What follows belongs to an exercise in optimizing a design on an open flow for small area, a short achievable clock period and few clock cycles; a production flow would make more cautious choices.
At most, simulation tests tie the RTL to the original design; equivalence was not proved.
Only the layout flow was run in run 1; the RTL was not checked for function there.
Power is estimated from default activity; no workload was simulated.

## flow/design.v (module list and top-level ports; edited modules follow where they fit)
// module mul: 962 lines
module mul
(
	input clk,
	input rst,
	input  [31:0] a,
	input  [31:0] b,
	input start,
	output [31:0] res_mul,
	output logic vld
);
  // ...
==> flow/flow/run.sh <==
#!/bin/bash
# The standard ORFS layout with three changes to how it is made:
#  - synthesis skips the generic ABC pass inside Yosys's synth command
#    (SYNTH_ARGS=-noabc), so extract_fa sees the adders as written and maps
#    them to full-adder cells without inverters between them; registers and
#    their names are the standard synthesis's;
#  - the port buffers are sky130_fd_sc_hd__buf_4 instead of a delay buffer;
#  - repair_timing aims for a larger setup margin.
set -euo pipefail
cd "$(dirname "$0")/.."
export SYNTH_ARGS="-noabc"
export BUFFER_PORTS_ARGS="-buffer_cell sky130_fd_sc_hd__buf_4"
export SETUP_SLACK_MARGIN=6.0
bash standard.sh finish > standard.log 2>&1
==> flow/standard.sh <==
#!/bin/bash
# synth_recipe.tcl (not shown) runs the flow's synth.tcl, then flattens the netlist and writes it again
# the make line also repeats each setting of config.mk as NAME=value (left out here)
make -C /OpenROAD-flow-scripts/flow DESIGN_CONFIG=/design/flow/config.mk WORK_HOME=/design/flow/orfs CLKGATE_MAP_FILE= SYNTH_SCRIPT=/design/flow/synth_recipe.tcl "${@:-finish}"
==> flow/config.mk <==
export PLATFORM = sky130hd
export DESIGN_NAME = mul
export DESIGN_NICKNAME = mul
export VERILOG_FILES = /design/flow/design.v
export SDC_FILE = /design/flow/constraint.sdc
export NUM_CORES = 4
export LEC_CHECK = 0
export CAP_MARGIN = 20
export CORE_MARGIN = 2
export CORE_UTILIZATION = 55
export SLEW_MARGIN = 20
==> flow/constraint.sdc <==
create_clock -name core_clock -period 12.0 [get_ports {clk}]
set_input_delay 2.4000 -clock core_clock [delete_from_list [all_inputs] [get_ports {clk}]]
set_output_delay 2.4000 -clock core_clock [all_outputs]
set_load 0.01 [all_outputs]
==> notes.md, run 1 <==
fill cell count=2045; first-pass GRT wire length=61.3 mm; Power Combinational=3.51 mW; core box area=23300 um2; largest net degree at the start of global routing=64; run status=timing/DRC/antenna clean; combinational power share=83.1%; Avg Cell Area, Syn=9.69 um2; Pre-Repair DR Iteration Count=5; total detailed-routing wirelength=41.2 mm; row cnt=56; M1 WL=17.2 mm; adder-cell area share of the yosys netlist=38.2%; Max-Cap Viols=0; Tcrit/Tclk final=50.1%; CP endpoint kind=register; non-clock buffer count=148; Synth top area share=31.3%; Lkg Pwr=5.63 nW; Synth area leader=fa_1; layout cells sized above 1=15.9%; Fin. Hold Viols=0; hold_buf cts=0; met2 Resource Use GR=54.6%; flops & latches, synth=65; worst hold margin=2.20 ns; cell area after placement=13700 um2; power density over the cells=288 nW/um2; Final setup viols=0; met1 GRT Util=45.5%; I/O pin cnt=100; CP most frequent cell=xnor2_1; sequential share of power=10.1%; routed wl met2=19.5 mm
==> inputs of run 2 (changes only) <==
--- a/flow/design.v
+++ b/flow/design.v
@@ -383,18 +383,18 @@
 logic s589, c590, s591, c592, s593, c594, s595, c596, s597, c598, s599, c600, s601, c602, s603, c604;
 logic s605, c606, s607, c608, s611, c612, s613, c614, s615, c616, s617, c618, s619, c620, s621, c622;
 logic s623, c624, s625, c626, s627, c628, s629, c630, s631, c632, s633, c634, s637, c638, s639, c640;
 logic s641, c642, s643, c644, s645, c646, s647, c648, s649, c650, s651, c652, s653, c654, s655, c656;
 logic s657, c658, s659, c660, s665, c666, s667, c668, s669, c670, s671, c672, s673, c674, s675, c676;
 logic s677, c678, s679, c680, s681, c682, s683, c684, s685, c686, s687, c688, s693, c694, s695, c696;
 logic s697, c698, s699, c700, s701, c702, s703, c704, s705, c706, s707, c708, s709, c710, s711, c712;
 logic s713, c714, s715, c716, s717, c718, s723, s724, s725, s726, s727, s728, s729, s730, s731, s732;
-logic s733, s734, s735, s736, s737, s738, s739, s740, s741, s742, s743, s744, s745, s746, s747, s748;
-logic s749, s752, c753, s754, c755, s756, c757, s758, c759, s760, c761, s762, c763;
+logic s733, s734, s735, s736, s737, s738, s739, s740, s741, s742, s743, s744, s745, s752, c753, s754;
+logic c755, s756, c757, s758, c759, s760, c761, s762, c763;
 assign s273 = bn1 ^ pp3;
 assign c274 = bn1 & pp3;
 assign s275 = pp4 ^ pp34;
 assign c276 = pp4 & pp34;
 assign s277 = bn2 ^ pp5 ^ pp35;
 assign c278 = (bn2 & pp5) | (pp35 & (bn2 ^ pp5));
 assign s279 = pp63 ^ c276;
 assign c280 = pp63 & c276;
@@ -830,36 +830,33 @@
 assign s738 = c698 ^ c700;
 assign s739 = c702 ^ s735;
 assign s740 = s736 ^ s737;
 assign s741 = s738 ^ s739;
 assign s742 = s740 ^ s741;
 assign s743 = c704 ^ c706;
 assign s744 = c708 ^ c710;
 assign s745 = s742 ^ s743;
-assign s746 = s744 ^ s745;
-assign s747 = c712 ^ c714;
-assign s748 = s746 ^ s747;
-assign s749 = s748 ^ c716;
 assign s752 = pp1 ^ bn0;
 assign c753 = pp1 & bn0;
 assign s754 = pp2 ^ c753;
 assign c755 = pp2 & c753;
 assign s756 = pp33 ^ s273 ^ c755;
 assign c757 = (pp33 & s273) | (c755 & (pp33 ^ s273));
 assign s758 = c274 ^ s275 ^ c757;
 assign c759 = (c274 & s275) | (c757 & (c274 ^ s275));
 assign s760 = s277 ^ s279 ^ c759;
 assign c761 = (s277 & s279) | (c759 & (s277 ^ s279));
 assign s762 = c280 ^ s283 ^ c761;
 assign c763 = (c280 & s283) | (c761 & (c280 ^ s283));
 logic c450_q, s469_q, c470_q, s489_q, c490_q, s511_q, c512_q, s533_q, c534_q, s557_q, c558_q, s581_q, c582_q, s607_q, c608_q, s633_q;
-logic c632_q, s657_q, s659_q, c634_q, s685_q, c660_q, s687_q, s715_q, c688_q, s717_q, s749_q, c718_q, s752_q, s754_q, s756_q, s758_q;
-logic s760_q, s762_q, s287_q, c290_q, c296_q, s309_q, c312_q, c322_q, c332_q, s353_q, c356_q, c370_q, c384_q, c400_q, c416_q, s449_q;
-logic c452_q, s289_q, s295_q, s303_q, s311_q, s321_q, s331_q, s343_q, s355_q, s369_q, s383_q, s399_q, s415_q, s433_q, s451_q, c763_q;
+logic c632_q, s657_q, s659_q, c634_q, s685_q, c660_q, s687_q, s715_q, c688_q, s717_q, s744_q, s745_q, c712_q, c714_q, c716_q, c718_q;
+logic s752_q, s754_q, s756_q, s758_q, s760_q, s762_q, s287_q, c290_q, c296_q, s309_q, c312_q, c322_q, c332_q, s353_q, c356_q, c370_q;
+logic c384_q, c400_q, c416_q, s449_q, c452_q, s289_q, s295_q, s303_q, s311_q, s321_q, s331_q, s343_q, s355_q, s369_q, s383_q, s399_q;
+logic s415_q, s433_q, s451_q, c763_q;
 always_ff @(posedge clk) begin
 	vld <= start & ~rst;
 	c450_q <= c450;
 	s469_q <= s469;
 	c470_q <= c470;
 	s489_q <= s489;
 	c490_q <= c490;
 	s511_q <= s511;
@@ -878,17 +875,21 @@
 	s659_q <= s659;
 	c634_q <= c634;
 	s685_q <= s685;
 	c660_q <= c660;
 	s687_q <= s687;
 	s715_q <= s715;
 	c688_q <= c688;
 	s717_q <= s717;
-	s749_q <= s749;
+	s744_q <= s744;
+	s745_q <= s745;
+	c712_q <= c712;
+	c714_q <= c714;
+	c716_q <= c716;
 	c718_q <= c718;
 	s752_q <= s752;
 	s754_q <= s754;
 	s756_q <= s756;
 	s758_q <= s758;
 	s760_q <= s760;
 	s762_q <= s762;
 	s287_q <= s287;
@@ -918,17 +919,18 @@
 	s383_q <= s383;
 	s399_q <= s399;
 	s415_q <= s415;
 	s433_q <= s433;
 	s451_q <= s451;
 	c763_q <= c763;
 end
 logic s471, c472, s491, c492, s513, c514, s535, c536, s559, c560, s583, c584, s609, c610, s635, c636;
-logic s661, c662, s663, c664, s689, c690, s691, c692, s719, c720, s721, c722, s750, s751;
+logic s661, c662, s663, c664, s689, c690, s691, c692, s719, c720, s721, c722, s746, s747, s748, s749;
+logic s750, s751;
 assign s471 = c450_q ^ s469_q;
 assign c472 = c450_q & s469_q;
 assign s491 = c470_q ^ s489_q;
 assign c492 = c470_q & s489_q;
 assign s513 = c490_q ^ s511_q;
 assign c514 = c490_q & s511_q;
 assign s535 = c512_q ^ s533_q;
 assign c536 = c512_q & s533_q;
@@ -947,16 +949,20 @@
 assign s689 = s685_q ^ c660_q ^ s687_q;
 assign c690 = (s685_q & c660_q) | (s687_q & (s685_q ^ c660_q));
 assign s691 = c662 ^ s689;
 assign c692 = c662 & s689;
 assign s719 = s715_q ^ c688_q ^ s717_q;
 assign c720 = (s715_q & c688_q) | (s717_q & (s715_q ^ c688_q));
 assign s721 = c690 ^ s719;
 assign c722 = c690 & s719;
-assign s750 = s749_q ^ c718_q;
+assign s746 = s744_q ^ s745_q;
+assign s747 = c712_q ^ c714_q;
+assign s748 = s746 ^ s747;
+assign s749 = s748 ^ c716_q;
+assign s750 = s749 ^ c718_q;
 assign s751 = s750 ^ c720;
 logic [25:0] r0, r1;
 assign r0 = {c722, c692, c664, s661, c610, c584, c560, c536, c514, c492, c472, c452_q, s449_q, c416_q, c400_q, c384_q, c370_q, c356_q, s353_q, c332_q, c322_q, c312_q, s309_q, c296_q, c290_q, s287_q};
 assign r1 = {s751, s721, s691, s663, s635, s609, s583, s559, s535, s513, s491, s471, s451_q, s433_q, s415_q, s399_q, s383_q, s369_q, s355_q, s343_q, s331_q, s321_q, s311_q, s303_q, s295_q, s289_q};
 assign res_mul[31:6] = r0 + r1 + {25'b0, c763_q};
 assign res_mul[5:0] = {s762_q, s760_q, s758_q, s756_q, s754_q, s752_q};
 endmodule
==> flow/flow/run.sh (replaced) <==
#!/bin/bash
# The standard ORFS layout with three changes to how it is made:
#  - synthesis skips the generic ABC pass inside Yosys's synth command
#    (SYNTH_ARGS=-noabc), so extract_fa sees the adders as written and maps
#    them to full-adder cells without inverters between them; registers and
#    their names are the standard synthesis's;
#  - the port buffers are sky130_fd_sc_hd__buf_2 instead of a delay buffer;
#  - repair_timing aims for a larger setup margin.
set -euo pipefail
cd "$(dirname "$0")/.."
export SYNTH_ARGS="-noabc"
export BUFFER_PORTS_ARGS="-buffer_cell sky130_fd_sc_hd__buf_2"
export SETUP_SLACK_MARGIN=6.0
bash standard.sh finish > standard.log 2>&1
==> run 2 against run 1 <==
Combinational power down 8.0%. Count of clock-buffer cells in the layout up 1. Final cell count down 1.7%. Hold slack about the same. Cell area down 3.1%. Still clean on timing, DRC and antenna. Synthesized area down 0.15%. Core utilization down 2.0 points. Routed wire length down 4.5%. Critical path depth down 4. Maximum frequency up 1.7%.
==> notes.md, run 2 <==
Lkg Pwr=5.46 nW (-3.1%); hold_buf cts=0 (unchanged); Post-synth EDFFs=0; Synth Warn #=1; clk slew on worst S/H paths=0.06 ns; first-pass GRT wire length=60.8 mm (-0.71%); top area cells in the synthesized netlist=fa_1, xnor2_1, a22oi_1; post-synth cell types=47; layout cells sized above 1=14.6% (-1.3 points); most common cell after layout, fill and taps aside=xnor2_1; Slew Limit Headroom=50.2%; Num CTS Buffers=9; Fin. Hold Viols=0 (unchanged); slowest stage cell, crit path=fa_1; Synth area leader=fa_1; most frequent cells in the layout=xnor2_1, a22oi_1, fa_1; WL/cell=23.7 um; flops & latches, synth=69 (+6.2%); hold path depth=2; Max Clk Rate=169 MHz; final setup margin=6.09 ns; largest fanout on the critical path=34; antenna-violating nets left=0; Die Footprint=24700 um2; count leader, synth=xnor2_1; fill cell count=2041 (-0.20%); synth cell count leaders=xnor2_1, a22oi_1, fa_1, clkbuf_1, a21oi_1; gp weighted congestion=0.868; Synth Instances=1313; share of synthesized registers carrying an async set or reset=0%; hpwl dp=27.8 mm; fin crit period=5.91 ns; total detailed-routing wirelength=39.3 mm (-4.5%); pre-CTS setup slack=5.03 ns; worst setup path endpoint=s607_q$_DFF_P_; Syn Std Cell Area=12900 um2; vias in the first global route=10400; number of H-tree levels=3; die height=157 um; CTS Sinks=69; Final setup viols=0 (unchanged); Synth top area share=31.3% (+0.049 points); area grow syn2layout=10.2%; run status=timing/DRC/antenna clean; Bufs on Longest Clock Path=2; CP most frequent cell=fa_1; row cnt=56 (unchanged); power density over the cells=279 nW/um2 (-3.2%); Worst-Margin Slew=0.745 ns; CTS tree=done; setup TNS=0 ns; Hold Crit Class=input pin to register; Antenna diodes=0; Hold Startpoint=rst; most common flop cell mapped by yosys=dfxtp_1; Pre-Repair DR Iteration Count=6 (+1); max incr delay on CP=0.54 ns; sequential element share of the synthesized area=10.7%; Initial Util=55.5%; largest net degree at the start of global routing=64 (unchanged); Die X=157 um; PortBufs=99; CP endpoint kind=register; Clock Tree Root=clkbuf_16; CP cell instances=buf_2 > buf_12 > ha_1 > buf_12 > a22oi_1 > xnor2_1 > fa_1 > fa_1 > fa_1 > fa_1 > fa_1; Post-Syn Nets=1653; cell count after placement=1618; max-slew violations=0; Tcrit/Tclk final=49.2% (-0.84 points); Avg Cell Area, Syn=9.83 um2 (+1.4%); DR vias/cell=6.17; CP startpoint kind=input pin; Overall Power=3.97 mW; Max-Cap Viols=0 (unchanged); Max VDD drop=0.000196 V; core box area=23300 um2 (unchanged); CP required=12.22 ns; initial antenna violation count=0; crit path DAT=6.12 ns; Crit Path Class=input pin to register; unrepaired setup endpoints after global routing=true; routed vias=10200; drt drc=0; Finished Layout Cells=1657; First DRT Iteration DRCs=1020; CP Launch Point=b[1]; nets=1673; Global Route Usage Sum=32.9%; Overflow after GRT=0; I/O pin cnt=100 (unchanged)
[run 2: area by class of cell]
type	instances	area, um2	share of cell area [%]
multi-input cells	1068	11000	77.6
well taps	319	399	2.81
inverters	49	210	1.48
flip-flops and latches	69	1380	9.72
clock buffers	10	239	1.68
repair buffers	136	880	6.19
clock inverters	6	70.1	0.493
[run 2: logic make-up after synthesis]
family	Yosys count	share of synthesized area, %
compound gates	366	19.8
xor+xnor	321	21.8
fa+ha+maj	273	38.2
buf+inv	177	5.39
simple gates	107	4.09
flops	69	10.7
[run 2: through the flow]
stage	hold slack (ns)	utilization, %	instance area (um2)
6_report	2.20	61.1	14200
3_5_place_dp	2.56	57.7	13400
4_1_cts	2.19	60.0	14000
5_1_grt	2.19	61.1	14200
3_3_place_gp	2.56	57.7	13400
2_1_floorplan	2.47	-	12900
[run 2: worst max-delay path, delay by kind of cell]
family / cells / cell delay (ns)
AOI/OAI and AO/OA: 1 / 0.12
buffers and inverters: 3 / 0.51
xor gates and xnor gates: 1 / 0.33
adders and majority gates: 6 / 2.74
[run 2: worst min-delay path by stage]
| stage | end | slack [ns] |
|---|---|---|
| global route | vld$_DFF_P_ | 2.19 |
| finish | vld$_DFF_P_ | 2.20 |
| floorplan | vld$_DFF_P_ | 2.47 |
| CTS | vld$_DFF_P_ | 2.19 |
| detailed placement | vld$_DFF_P_ | 2.56 |
| global placement | vld$_DFF_P_ | 2.56 |
[run 2: power breakdown]
group	switching, mW	leakage (nW)	internal (mW)
Clock	0.123	0.142	0.168
Combinational	1.74	4.73	1.49
Sequential	0.0423	0.580	0.406
[run 2: timing repair]
item,CTS,global route
pin swaps,2,10
endpoints found under the setup margin,42,30
gates resized for setup,23,36
cloned,1,1
buffers inserted,8,13
[run 2: layer usage]
layer,part of all wire (%),vias up,wire [um],GRT usage [%]
met1,43,5086,16800,45.3
li1,-,4549,-,-
met2,46,487,17900,51.7
met4,4.4,0,1730,13.6
met5,0,-,0,0
met3,7.4,100,2900,5.81
Testbench counts of run 2, summed over its fixed seeds: cycles 3,200.
==> inputs of run 3 (changes only) <==
--- a/flow/flow/run.sh
+++ b/flow/flow/run.sh
@@ -6,3 +6,3 @@
 #    their names are the standard synthesis's;
-#  - the port buffers are sky130_fd_sc_hd__buf_2 instead of a delay buffer;
+#  - the port buffers are sky130_fd_sc_hd__buf_4 instead of a delay buffer;
 #  - repair_timing aims for a larger setup margin.
@@ -11,3 +11,3 @@
 export SYNTH_ARGS="-noabc"
-export BUFFER_PORTS_ARGS="-buffer_cell sky130_fd_sc_hd__buf_2"
+export BUFFER_PORTS_ARGS="-buffer_cell sky130_fd_sc_hd__buf_4"
 export SETUP_SLACK_MARGIN=6.0
--- a/flow/config.mk
+++ b/flow/config.mk
@@ -9,3 +9,3 @@
 export CORE_MARGIN = 2
-export CORE_UTILIZATION = 55
+export CORE_UTILIZATION = 70
 export SLEW_MARGIN = 20
==> run 3 against run 2 <==
Still clean. First-iteration DRC count grew 12%. Die area shrank 21%. Sequential power is essentially flat. Hold slack lost 0.0095 ns. Count of clock-buffer cells in the layout shrank 1. Setup slack lost 0.043 ns. Maximum frequency shrank 0.72%. Synthesized area is the same. Critical path depth shrank 1. Combinational power grew 6%. Critical path type unchanged. Largest cell class unchanged.
==> notes.md, run 3 <==
setup TNS=0 ns (unchanged); synth cell count leaders=xnor2_1, a22oi_1, fa_1, clkbuf_1, a21oi_1; First DRT Iteration DRCs=1139 (+12%); Global Route Usage Sum=39.4% (+6.5 points); clk slew on worst S/H paths=0.07 ns (about the same); flops & latches, synth=69 (unchanged); Num CTS Buffers=9 (unchanged); Die X=140 um (-11%); Synth area leader=fa_1; Bufs on Longest Clock Path=2 (unchanged); CP endpoint kind=register; Die Footprint=19500 um2 (-21%); Max-Cap Viols=0 (unchanged); CP required=12.23 ns (about the same); fin crit period=5.95 ns (+0.0428 ns); die height=140 um (-11%); Tcrit/Tclk final=49.6% (+0.36 points); Worst-Margin Slew=0.675 ns (-0.0699 ns); crit path DAT=6.17 ns (+0.05 ns); total detailed-routing wirelength=38.3 mm (-2.6%); Crit Path Class=input pin to register; CP startpoint kind=input pin; Final setup viols=0 (unchanged); Syn Std Cell Area=12900 um2 (unchanged); cell count after placement=1527 (-5.6%); antenna-violating nets left=0 (unchanged); Lkg Pwr=5.46 nW (+0.15%); pre-CTS setup slack=5.11 ns (+0.0887 ns); gp weighted congestion=0.931 (+7.3%); DR vias/cell=6.85 (+11%); hpwl dp=27.0 mm (-2.8%); run status=timing/DRC/antenna clean; number of H-tree levels=3 (unchanged); Hold Crit Class=input pin to register; Slew Limit Headroom=54.9% (+4.7 points); Post-synth EDFFs=0 (unchanged); unrepaired setup endpoints after global routing=false; CTS Sinks=69 (unchanged); Overflow after GRT=0 (unchanged); Avg Cell Area, Syn=9.83 um2 (unchanged); Layout Utilization=78.6% (+18 points); Synth Instances=1313 (unchanged); post-synth cell types=47 (unchanged); max-slew violations=0 (unchanged); final setup margin=6.05 ns (-0.0428 ns); drt drc=0 (unchanged); share of synthesized registers carrying an async set or reset=0% (unchanged); Synth Warn #=1 (unchanged); area grow syn2layout=9.86%; cell area after placement=13500 um2 (+0.90%); initial antenna violation count=0 (unchanged); first-pass GRT wire length=59.7 mm (-1.9%); count leader, synth=xnor2_1; I/O pin cnt=100 (unchanged); Clock Tree Root=clkbuf_16; largest fanout on the critical path=34 (unchanged); final instance area=14200 um2 (-0.27%); vias in the first global route=10800 (+4.2%); Max VDD drop=0.000493 V (+150%); Finished Layout Cells=1561 (-5.8%); most frequent cells in the layout=xnor2_1, a22oi_1, fa_1; largest net degree at the start of global routing=68 (+6.3%); nets=1667 (-0.36%); row cnt=49 (-13%); Post-Syn Nets=1653 (unchanged); WL/cell=24.5 um (+3.4%); routed vias=10700 (+4.6%); most common cell after layout, fill and taps aside=xnor2_1; hold_buf cts=0 (unchanged); most common flop cell mapped by yosys=dfxtp_1; Pre-Repair DR Iteration Count=6 (unchanged); layout cells sized above 1=13.4% (-1.2 points); Initial Util=71.6% (+16 points); fill cell count=1262 (-38%); core box area=18000 um2 (-23%); Fin. Hold Viols=0 (unchanged); Max Clk Rate=168 MHz (-0.72%); CTS tree=done; Synth top area share=31.3% (unchanged); sequential element share of the synthesized area=10.7% (unchanged); Antenna diodes=0 (unchanged); PortBufs=99 (unchanged); power density over the cells=293 nW/um2 (+5.1%); top area cells in the synthesized netlist=fa_1, xnor2_1, a22oi_1
## run 3: worst paths after layout
| check | start | end | slack [ns] | cells after the start |
|---|---|---|---|---|
| hold / removal | rst | vld$_DFF_P_ | 2.19 | 2 |
| setup / recovery | b[1] | s533_q$_DFF_P_ | 6.05 | 10 |
## run 3: critical path, cell delays in order
cell	delay [ns]
buf_16	0.15
ha_1	0.30
buf_4	0.34
a22oi_1	0.17
xnor2_1	0.40
fa_1	0.55
fa_1	0.46
fa_1	0.44
fa_1	0.54
fa_1	0.40
## run 3: report_power, final
part	total [mW]	switching, mW	leakage [nW]	internal [mW]
Combinational	3.42	1.80	4.74	1.63
Sequential	0.450	0.0437	0.580	0.406
Clock	0.286	0.122	0.143	0.164
Total	4.16	1.96	5.46	2.20
## run 3: per-layer routing
| layer | wire (um) | track usage, % |
|---|---|---|
| met4 | 1980 | 19.5 |
| met1 | 14600 | 53.1 |
| met5 | 0 | 0 |
| met2 | 17400 | 60.9 |
| met3 | 4320 | 8.26 |
## run 3: cell type report
type / count / area (um2) / share of cell area, %
sequential: 69 / 1380 / 9.74
inverter: 49 / 204 / 1.44
timing repair buffer: 131 / 1040 / 7.34
clock buffer: 9 / 225 / 1.59
clock inverter: 7 / 80.1 / 0.565
tap: 229 / 287 / 2.02
multi-input combinational: 1067 / 11000 / 77.3
## run 3: per-stage QoR
step	hold slack [ns]	power, mW
2_1_floorplan	2.47	2.73
3_3_place_gp	2.56	3.65
3_5_place_dp	2.56	3.81
4_1_cts	2.18	4.14
5_1_grt	2.20	4.56
6_report	2.19	4.16
## run 3: kinds of logic (layout without fill, tap and decap cells)
group	Yosys count	count (layout)	share of synthesized area, %
buffers and inverters	177	196	5.39
AO/OA/AOI/OAI	366	366	19.8
flip-flops	69	69	10.7
XOR/XNOR	321	321	21.8
adder cells (fa/ha/maj)	273	273	38.2
AND/OR/NAND/NOR	107	107	4.09
## run 3: repair_timing
item                                    in CTS  in global routing
cloned                                       0                  1
hold endpoints to repair                     0                  0
resized for setup                           19                 15
buffers inserted                             6                 11
pin swaps                                    1                  5
endpoints found under the setup margin      39                 27
==> inputs of run 4 (changes only) <==
--- a/flow/config.mk
+++ b/flow/config.mk
@@ -9,3 +9,3 @@
 export CORE_MARGIN = 2
-export CORE_UTILIZATION = 70
+export CORE_UTILIZATION = 55
 export SLEW_MARGIN = 20
==> run 4 against run 3 <==
Sequential share of layout area hardly changed. Maximum frequency grew 0.93%. Non-clock buffer count is 6 lower. Routed wire length decreased by 0.31%. Hold slack better by 0.0061 ns. Global-route usage fell by 7.6 points. Sequential cell count unchanged. Largest power group unchanged.
==> notes.md, run 4 <==
gp weighted congestion=0.877 (-5.8%); share of synthesized registers carrying an async set or reset=0% (unchanged); antenna-violating nets left=0 (unchanged); fin crit period=5.89 ns (-0.0549 ns); Die Footprint=24700 um2 (+26%); multi-input logic area=10900 um2 (-0.42%); hold_buf cts=0 (unchanged); layout cells sized above 1=12.8% (-0.54 points); Synth top area share=31.3% (unchanged); CTS tree=done; Hold Startpoint=rst; Bufs on Longest Clock Path=2 (unchanged); register area=1380 um2 (unchanged); Syn Std Cell Area=12900 um2 (unchanged); Antenna diodes=0 (unchanged); area grow syn2layout=9.95% (about the same); Clock Tree Root=clkbuf_16; total detailed-routing wirelength=38.2 mm (-0.31%); vias in the first global route=9943 (-7.9%); most common cell after layout, fill and taps aside=xnor2_1; Critical Path Stages=11 (+1); Global Route Usage Sum=31.8% (-7.6 points); Final setup viols=0 (unchanged); I/O pin cnt=100 (unchanged); Overflow after GRT=0 (unchanged); hold path endpoint=vld$_DFF_P_; Max Clk Rate=170 MHz (+0.93%); Lkg Pwr=5.43 nW (-0.59%); Pre-Repair DR Iteration Count=6 (unchanged); initial antenna violation count=0 (unchanged); Crit Path Class=input pin to register; top area cells in the synthesized netlist=fa_1, xnor2_1, a22oi_1; Die X=157 um (+12%); clk slew on worst S/H paths=0.07 ns (about the same); sequential element share of the synthesized area=10.7% (unchanged); Max-Cap Viols=0 (unchanged); first-pass GRT wire length=58.7 mm (-1.7%); Initial Util=55.5% (-16 points); largest fanout on the critical path=11 (-68%); Slew Limit Headroom=53.7% (-1.2 points); CP top delay family=adder cells; Synth area leader=fa_1; final setup margin=6.11 ns (+0.0549 ns); power density over the cells=290 nW/um2 (-1.1%); synth cell count leaders=xnor2_1, a22oi_1, fa_1, clkbuf_1, a21oi_1; Fin. Hold Viols=0 (unchanged); WL/cell=23.2 um (-5.4%); max-slew violations=0 (unchanged); crit path DAT=6.12 ns (-0.05 ns); hpwl dp=27.3 mm (+1.2%); Hold Crit Class=input pin to register; row cnt=56 (+14%); unrepaired setup endpoints after global routing=false; post-synth cell types=47 (unchanged); PortBufs=99 (unchanged); First DRT Iteration DRCs=919 (-19%); setup TNS=0 ns (unchanged); Tcrit/Tclk final=49.1% (-0.46 points); CP startpoint kind=input pin; Post-synth EDFFs=0 (unchanged); CP cell instances=buf_4 > nand2b_1 > o22ai_2 > buf_4 > a22oi_1 > xnor2_1 > fa_1 > fa_1 > fa_1 > fa_1 > fa_1; Worst-Margin Slew=0.693 ns (+0.0174 ns); Avg Cell Area, Syn=9.83 um2 (unchanged); core box area=23300 um2 (+29%); nets=1661 (-0.36%); most frequent cells in the layout=xnor2_1, a22oi_1, fa_1; Synth Instances=1313 (unchanged); drt drc=0 (unchanged); Bufs and invs on worst path=2 (unchanged); DR vias/cell=6.10 (-11%); most common flop cell mapped by yosys=dfxtp_1; number of H-tree levels=3 (unchanged); largest net degree at the start of global routing=64 (-5.9%); CP most frequent cell=fa_1; CP endpoint kind=register; Max VDD drop=0.000298 V (-40%); max incr delay on CP=0.56 ns (about the same); fill cell count=2060 (+63%); CP required=12.23 ns (about the same); slowest stage cell, crit path=fa_1; Post-Syn Nets=1653 (unchanged); run status=timing/DRC/antenna clean; die height=157 um (+12%); pre-CTS setup slack=5.37 ns (+0.252 ns); Num CTS Buffers=9 (unchanged); routed vias=10000 (-6.1%); Synth Warn #=1 (unchanged); count leader, synth=xnor2_1; hold path depth=2 (unchanged); flops & latches, synth=69 (unchanged); CTS Sinks=69 (unchanged)
## run 4: cell types whose count changed in the layout (fill, tap and decap cells not counted), moves of 2 or more
cell,previous run,this run
o22ai_4,4,1
buf_4,126,122
inv_6,3,1
o22ai_2,3,6
## run 4: worst max-delay path by stage
stage                   start              to  slack [ns]
2_1_floorplan            b[4]  s633_q$_DFF_P_        6.01
3_3_place_gp             b[1]  s451_q$_DFF_P_        5.44
3_5_place_dp             b[1]  s451_q$_DFF_P_        5.37
4_1_cts        s287_q$_DFF_P_     res_mul[28]        5.99
5_1_grt        s287_q$_DFF_P_     res_mul[30]        5.99
6_report                b[13]  s633_q$_DFF_P_        6.11
## run 4: report_power, final
| group | switching (mW) | internal, mW |
|---|---|---|
| clock | 0.123 | 0.183 |
| sequential | 0.0424 | 0.406 |
| combinational | 1.75 | 1.61 |
## run 4: area by class of cell
cell class / instances / share of cell area (%)
timing repair buffer: 125 / 6.82
multi-input combinational: 1067 / 76.9
tap: 319 / 2.81
sequential: 69 / 9.74
inverter: 49 / 1.44
clock buffer: 9 / 1.59
clock inverter: 7 / 0.697
## run 4: what timing repair did
item	in CTS	in global routing
setup buffers	5	7
pin swaps	2	3
resized for setup	12	11
endpoints found under the setup margin	34	20
## run 4: routing by layer
layer  part of all wire (%)  vias up  track usage [%]
met5                      0        -                0
met4                    2.9        0             9.91
met3                    8.3       68             5.97
met2                     46      467             50.3
met1                     42     4989             44.2
li1                       -     4516                -
## run 4: stage by stage
stage | hold WS [ns] | instances | area, um2 | util [%] | total power, mW
after floorplan | 2.47 | 1313 | 12900 | - | 2.73
after global placement | 2.56 | 1617 | 13700 | 58.7 | 3.72
after detailed placement | 2.56 | 1617 | 13700 | 58.7 | 3.77
after CTS | 2.18 | 1638 | 14100 | 60.5 | 4.13
after global routing | 2.18 | 1645 | 14200 | 61.0 | 4.58
final | 2.19 | 1645 | 14200 | 61.0 | 4.11
## run 4: cells by family (layout without fill, tap and decap cells)
logic type	Yosys count	in the layout	share of synthesized area, %
xor+xnor	321	321	21.8
simple gates	107	107	4.09
buf+inv	177	190	5.39
flops	69	69	10.7
compound gates	366	366	19.8
fa+ha+maj	273	273	38.2
==> inputs of run 5 (changes only) <==
--- a/flow/flow/run.sh
+++ b/flow/flow/run.sh
@@ -12,3 +12,3 @@
 export BUFFER_PORTS_ARGS="-buffer_cell sky130_fd_sc_hd__buf_4"
-export SETUP_SLACK_MARGIN=6.0
+export SETUP_SLACK_MARGIN=6.2
 bash standard.sh finish > standard.log 2>&1
==> run 5 against run 4 <==
Still clean on timing, DRC and antenna. Routed wire length up 4.6%. Via count up 2.1%. Combinational power up 1%. Critical path type is now register to output port. Largest cell class unchanged.
==> notes.md, run 5 <==
run status=timing/DRC/antenna clean; antenna-violating nets left=0 (unchanged); DR vias/cell=6.18 (+1.3%); CP endpoint kind=output port; Post-Synth Simple-Gate Area=4.09% (unchanged); fill cell count=2004 (-2.7%); hold path endpoint=vld$_DFF_P_; area grow syn2layout=13.2%; most common cell after layout, fill and taps aside=xnor2_1; power density over the cells=287 nW/um2 (-0.92%); Die Footprint=24700 um2 (unchanged); max-slew violations=0 (unchanged); routed vias=10300 (+2.1%); initial antenna violation count=0 (unchanged); clk slew on worst S/H paths=0.07 ns (about the same); Clock Tree Root=clkbuf_16; largest fanout on the critical path=5 (-6); total detailed-routing wirelength=39.9 mm (+4.6%); fin crit period=5.75 ns (-0.141 ns); hold_buf cts=0 (unchanged); Post-synth EDFFs=0 (unchanged); Hold Startpoint=rst; Max VDD drop=0.000238 V (-20%); Bufs on Longest Clock Path=2 (unchanged); Overall Power=4.20 mW (+2.0%); first-pass GRT wire length=60.0 mm (+2.2%); Synth area leader=fa_1; Lkg Pwr=5.57 nW (+2.5%); Synth top area share=31.3% (unchanged); CP cell instances=fa_2 > fa_2 > a21o_1 > a21oi_4 > o21ai_2 > a221oi_2 > buf_4 > a31oi_4 > a221oi_4 > o21a_1 > o311ai_0 > buf_4; Tcrit/Tclk final=47.9% (-1.2 points); met1 GRT Util=44.0% (-0.28 points); row cnt=56 (unchanged); Die X=157 um (unchanged); Max Clk Rate=174 MHz (+2.5%); slowest stage cell, crit path=a221oi_4; Overflow after GRT=0 (unchanged); Antenna diodes=0 (unchanged); Bufs and invs on worst path=2 (unchanged); die height=157 um (unchanged); Hold Crit Class=input pin to register; CP required=9.60 ns (-2.63 ns); Slew Limit Headroom=54.1% (+0.40 points); grt met3 use=4.90% (-1.1 points); core box area=23300 um2 (unchanged); PortBufs=99 (unchanged); drt drc=0 (unchanged); hpwl dp=27.3 mm (about the same); hold path depth=2 (unchanged); gp weighted congestion=0.870 (-0.75%); Worst-Margin Slew=0.687 ns (-0.00600 ns); First DRT Iteration DRCs=933 (+1.5%); nets=1675 (+0.84%); WL/cell=24.1 um (+3.7%); top area cells in the synthesized netlist=fa_1, xnor2_1, a22oi_1; adder-cell area share of the yosys netlist=38.2% (unchanged); setup TNS=0 ns (unchanged); share of synthesized registers carrying an async set or reset=0% (unchanged); Synth Instances=1313 (unchanged); I/O pin cnt=100 (unchanged); flops & latches, synth=69 (unchanged); most common flop cell mapped by yosys=dfxtp_1; unrepaired setup endpoints after global routing=true; sequential element share of the synthesized area=10.7% (unchanged); CP top delay family=compound AO/OA/AOI/OAI gates; GRT Max-Usage Layer=met2; Fin. Hold Viols=0 (unchanged); crit path DAT=3.35 ns (-2.77 ns); Crit Path Class=register to output port; XOR/XNOR Fraction of Synth Area=21.8% (unchanged); Synth Warn #=1 (unchanged); most frequent cells in the layout=xnor2_1, a22oi_1, fa_1; max incr delay on CP=0.41 ns (-0.15 ns); CP startpoint kind=register; Max-Cap Viols=0 (unchanged); Avg Cell Area, Syn=9.83 um2 (unchanged); CTS Sinks=69 (unchanged); Num CTS Buffers=9 (unchanged); Final setup viols=0 (unchanged); count leader, synth=xnor2_1; Syn Std Cell Area=12900 um2 (unchanged); number of H-tree levels=3 (unchanged); Post-Syn Nets=1653 (unchanged); vias in the first global route=10200 (+2.4%); largest net degree at the start of global routing=67 (+4.7%); Synth Area in Compound Gates=19.8% (unchanged); met2 Resource Use GR=53.5% (+3.2 points); Pre-Repair DR Iteration Count=8 (+2); post-synthesis mux area share=0% (unchanged); post-synth cell types=47 (unchanged); Initial Util=55.5% (unchanged); layout cells sized above 1=15.4% (+2.6 points); largest family of logic cells by synthesized area=adder cells; CTS tree=done; synth cell count leaders=xnor2_1, a22oi_1, fa_1, clkbuf_1, a21oi_1; Global Route Usage Sum=32.6% (+0.79 points)
-- run 5: cell counts after synthesis --
No cell type changed its count.
-- run 5: power breakdown --
part	internal [mW]	total, mW	switching, mW
Combinational	1.65	3.41	1.76
Sequential	0.407	0.452	0.0451
Clock	0.215	0.333	0.118
Total	2.27	4.20	1.93
-- run 5: cell type report --
class / instances / area, um2 / area share (%)
inverter: 49 / 235 / 1.61
clock inverter: 5 / 106 / 0.728
clock buffer: 11 / 253 / 1.73
sequential: 69 / 1380 / 9.47
timing repair buffer: 139 / 1200 / 8.24
multi-input combinational: 1067 / 11000 / 75.5
tap: 319 / 399 / 2.73
-- run 5: logic make-up after synthesis --
| family | count (synthesis) |
|---|---|
| buf+inv | 177 |
| xor+xnor | 321 |
| flops | 69 |
| compound gates | 366 |
| simple gates | 107 |
| fa+ha+maj | 273 |
-- run 5: how the worst max path moves through the flow --
stage                           endpoint  cells past startpoint            from  slack [ns]
after floorplan           s451_q$_DFF_P_                     11           b[11]        6.18
after global placement    s533_q$_DFF_P_                     12            b[1]        5.43
after detailed placement  s557_q$_DFF_P_                     12            b[1]        5.39
after CTS                 s451_q$_DFF_P_                     11           b[11]        6.20
after global routing         res_mul[30]                     12  s287_q$_DFF_P_        6.05
final                        res_mul[30]                     12  s287_q$_DFF_P_        6.25
-- run 5: layer usage --
metal | vias to the layer above | share of wire [%]
li1 | 4548 | -
met1 | 5175 | 42
met2 | 458 | 48
met3 | 72 | 7.3
met4 | 0 | 2.7
met5 | - | 0
-- run 5: timing repair --
| action | 4_1_cts | 5_1_grt |
|---|---|---|
| setup endpoints to repair | 40 | 30 |
| gates resized for setup | 26 | 34 |
| endpoints found under the hold margin | 0 | 0 |
| pin swaps | 5 | 17 |
| buffers inserted | 5 | 17 |
| cloned | 0 | 4 |
-- run 5: stage by stage --
step / setup WS [ns] / utilization (%) / area, um2 / hold WS [ns] / instances
after CTS: 6.20 / 61.0 / 14200 / 2.19 / 1638
after detailed placement: 5.39 / 58.9 / 13700 / 2.56 / 1617
final: 6.25 / 62.8 / 14600 / 2.19 / 1659
after global placement: 5.43 / 58.9 / 13700 / 2.56 / 1617
after floorplan: 6.18 / - / 13000 / 2.47 / 1313
after global routing: 6.05 / 62.8 / 14600 / 2.18 / 1659
==> inputs of run 6 (changes only) <==
--- a/flow/flow/run.sh
+++ b/flow/flow/run.sh
@@ -12,3 +12,3 @@
 export BUFFER_PORTS_ARGS="-buffer_cell sky130_fd_sc_hd__buf_4"
-export SETUP_SLACK_MARGIN=6.2
+export SETUP_SLACK_MARGIN=5.8
 bash standard.sh finish > standard.log 2>&1
==> run 6 against run 5 <==
Critical path depth shrank 2. Combinational power shrank 1%. Hold slack lost 0.0014 ns. Global-route usage shrank 0.13 points. Synthesized cell count is the same. Synthesized area is the same. Still clean on timing, DRC and antenna. Via count shrank 1.9%. Routed wire length shrank 3.3%.
==> notes.md, run 6 <==
total detailed-routing wirelength=38.6 mm (-3.3%); CP cell instances=buf_4 > ha_1 > nand2b_1 > inv_2 > xnor2_1 > fa_1 > fa_1 > fa_1 > fa_1 > fa_1; CP endpoint kind=register; Layout Utilization=60.6% (-2.2 points); Worst-Margin Slew=1.01 ns (+0.319 ns); Syn Std Cell Area=12900 um2 (unchanged); cell count after placement=1617 (unchanged); Int Pwr=2.21 mW (-2.3%); count leader, synth=xnor2_1; drt drc=0 (unchanged); setup TNS=0 ns (unchanged); Overall Power=4.13 mW (-1.5%); Sw Share=46.4% (+0.47 points); initial antenna violation count=0 (unchanged); Num CTS Buffers=9 (unchanged); CP most frequent cell=fa_1; Clock power frac=7.9% (about the same); Global Route Usage Sum=32.4% (-0.13 points); run status=timing/DRC/antenna clean; CP startpoint kind=input pin; sequential element share of the synthesized area=10.7% (unchanged); largest fanout on the critical path=25 (+20); worst hold margin=2.19 ns (-0.00142 ns); Final setup viols=0 (unchanged); Max VDD drop=0.000326 V (+37%); core box area=23300 um2 (unchanged); First DRT Iteration DRCs=986 (+5.7%); first-pass GRT wire length=59.8 mm (-0.39%); CTS tree=done; WL/cell=23.6 um (-2.1%); Synth Instances=1313 (unchanged); power density over the cells=293 nW/um2 (+2.0%); post-synth cell types=47 (unchanged); max incr delay on CP=0.68 ns (+0.27 ns); Clock Tree Root=clkbuf_16; fin crit period=6.06 ns (+0.303 ns); Synth top area share=31.3% (unchanged); Tcrit/Tclk final=50.5% (+2.5 points); CTS Sinks=69 (unchanged); Overflow after GRT=0 (unchanged); hold_buf cts=0 (unchanged); Die X=157 um (unchanged); DR vias/cell=6.14 (-0.65%); Bufs on Longest Clock Path=2 (unchanged); layout cells sized above 1=11.8% (-3.6 points); die height=157 um (unchanged); Initial Util=55.5% (unchanged); antenna-violating nets left=0 (unchanged); Synth area leader=fa_1; Pre-Repair DR Iteration Count=6 (-2); Crit Path Class=input pin to register; gp weighted congestion=0.909 (+4.5%); crit path DAT=6.29 ns (+2.94 ns); number of H-tree levels=3 (unchanged); hpwl dp=27.5 mm (+0.67%); routed vias=10100 (-1.9%); Post-synth EDFFs=0 (unchanged); Antenna diodes=0 (unchanged); slowest stage cell, crit path=inv_2; sequential share of power=10.8% (about the same); largest net degree at the start of global routing=68 (+1.5%); nets=1654 (-1.3%); most common flop cell mapped by yosys=dfxtp_1; Hold Crit Class=input pin to register; Max Clk Rate=165 MHz (-5.0%); Die Footprint=24700 um2 (unchanged); synth cell count leaders=xnor2_1, a22oi_1, fa_1, clkbuf_1, a21oi_1; flops & latches, synth=69 (unchanged); unrepaired setup endpoints after global routing=true; Synth Warn #=1 (unchanged); CP required=12.23 ns (+2.63 ns); row cnt=56 (unchanged); Post-Syn Nets=1653 (unchanged); Slew Limit Headroom=32.9% (-21 points); Fin. Hold Viols=0 (unchanged); combinational power share=81.3% (about the same); PortBufs=99 (unchanged); top area cells in the synthesized netlist=fa_1, xnor2_1, a22oi_1; most common cell after layout, fill and taps aside=xnor2_1; Lkg Pwr=5.41 nW (-2.9%); clk slew on worst S/H paths=0.06 ns (about the same); Avg Cell Area, Syn=9.83 um2 (unchanged); Max-Cap Viols=0 (unchanged); share of synthesized registers carrying an async set or reset=0% (unchanged); area grow syn2layout=9.26%; Net Sw Power=1.92 mW (-0.49%); max-slew violations=0 (unchanged); vias in the first global route=10000 (-1.7%); most frequent cells in the layout=xnor2_1, a22oi_1, fa_1; Finished Layout Cells=1638 (-1.3%); I/O pin cnt=100 (unchanged)
==> run 6: cell counts after synthesis <==
Identical to the previous run, type by type.
==> run 6: logic make-up after synthesis <==
| logic type | count (synthesis) | share of synthesized area, % |
|---|---|---|
| adders and majority gates | 273 | 38.2 |
| buffers and inverters | 177 | 5.39 |
| DFF | 69 | 10.7 |
| xor gates and xnor gates | 321 | 21.8 |
| AOI/OAI and AO/OA | 366 | 19.8 |
| and+or+nand+nor | 107 | 4.09 |
==> run 6: area by class of cell <==
cell class | instances | area [um2]
Tap cell | 319 | 399
Multi-Input combinational cell | 1067 | 10900
Timing Repair Buffer | 118 | 898
Clock inverter | 7 | 121
Sequential cell | 69 | 1380
Fill cell | 2038 | 9170
Inverter | 49 | 198
Clock buffer | 9 | 225
==> run 6: stage by stage <==
step | cell area [um2] | setup slack (ns)
after global routing | 14100 | 5.78
after CTS | 14000 | 5.85
after floorplan | 12900 | 5.86
after global placement | 13700 | 5.16
after detailed placement | 13700 | 5.08
final | 14100 | 5.94
==> run 6: final timing paths <==
kind                  from              to  slack, ns  cells after the start
worst max-delay path  b[5]  s557_q$_DFF_P_       5.94                     10
worst min-delay path   rst     vld$_DFF_P_       2.19                      2
==> run 6: timing repair <==
action                                  in CTS  in global routing
pin swaps                                    1                  2
gates resized for setup                      5                  7
buffers inserted                             2                  3
endpoints found under the setup margin      29                 23
==> run 6: power groups by stage <==
stage	logic [mW]	registers, mW	clock network, mW
after floorplan	2.28	0.443	0
after global placement	3.27	0.452	0
after detailed placement	3.34	0.454	0
after CTS	3.38	0.450	0.331
after global routing	3.81	0.460	0.342
final	3.36	0.448	0.326
==> run 6: per-layer routing <==
metal	global-route usage [%]	part of all wire, %	vias up
li1	-	-	4503
met1	44.8	43	5009
met2	51.9	47	478
met3	6.17	7.7	67
met4	10.0	2.7	0
met5	0	0	-
==> run 6: critical path, delay by kind of cell <==
family        cells  cell delay (ns)
fa+ha+maj         6             2.61
buf+inv           2             0.82
simple gates      1             0.22
xor+xnor          1             0.22

==> what the ideal ports hide <==
Ports are ideal in the flow. The routed layouts listed here were re-timed in OpenROAD.
Step 1 (the two cells are an assumption about what drives the block):
set clk [get_ports {clk}]
set_driving_cell -lib_cell sky130_fd_sc_hd__clkbuf_16 $clk
set_driving_cell -lib_cell sky130_fd_sc_hd__buf_2 [delete_from_list [all_inputs] $clk]
Step 2 times the ports against the registers' clock, not the clock port: input delays grow and output delays shrink by t, the midpoint of the rising clock arrivals with the driver on.
a / b / c = no drivers / after step 1 / after step 2; a / b = the first two.
run | shift t [ns] | setup WS [ns] | worst setup path at the end | clock arrival spread, ns | worst slew at a driven data input, ns
run 1 | 0.396 | 5.993 / 5.960 / 5.565 | input to register | 0.011 / 0.011 | 0.14
run 2 | 0.401 | 6.094 / 6.127 / 5.726 | input to register | 0.013 / 0.014 | 0.06
run 3 | 0.405 | 6.051 / 5.989 / 5.583 | input to register | 0.020 / 0.021 | 0.17
run 4 | 0.399 | 6.106 / 6.079 / 5.733 | input to register | 0.012 / 0.012 | 0.05
run 5 | 0.407 | 6.247 / 6.196 / 5.913 | input to register | 0.018 / 0.017 | 0.07
run 6 | 0.403 | 5.944 / 5.959 / 5.570 | input to register | 0.010 / 0.010 | 0.06
After both steps every run listed still meets setup and hold. For run 3, which loses most, drivers alone change the setup slack by -0.062 ns; drivers and shift together by -0.468 ns.
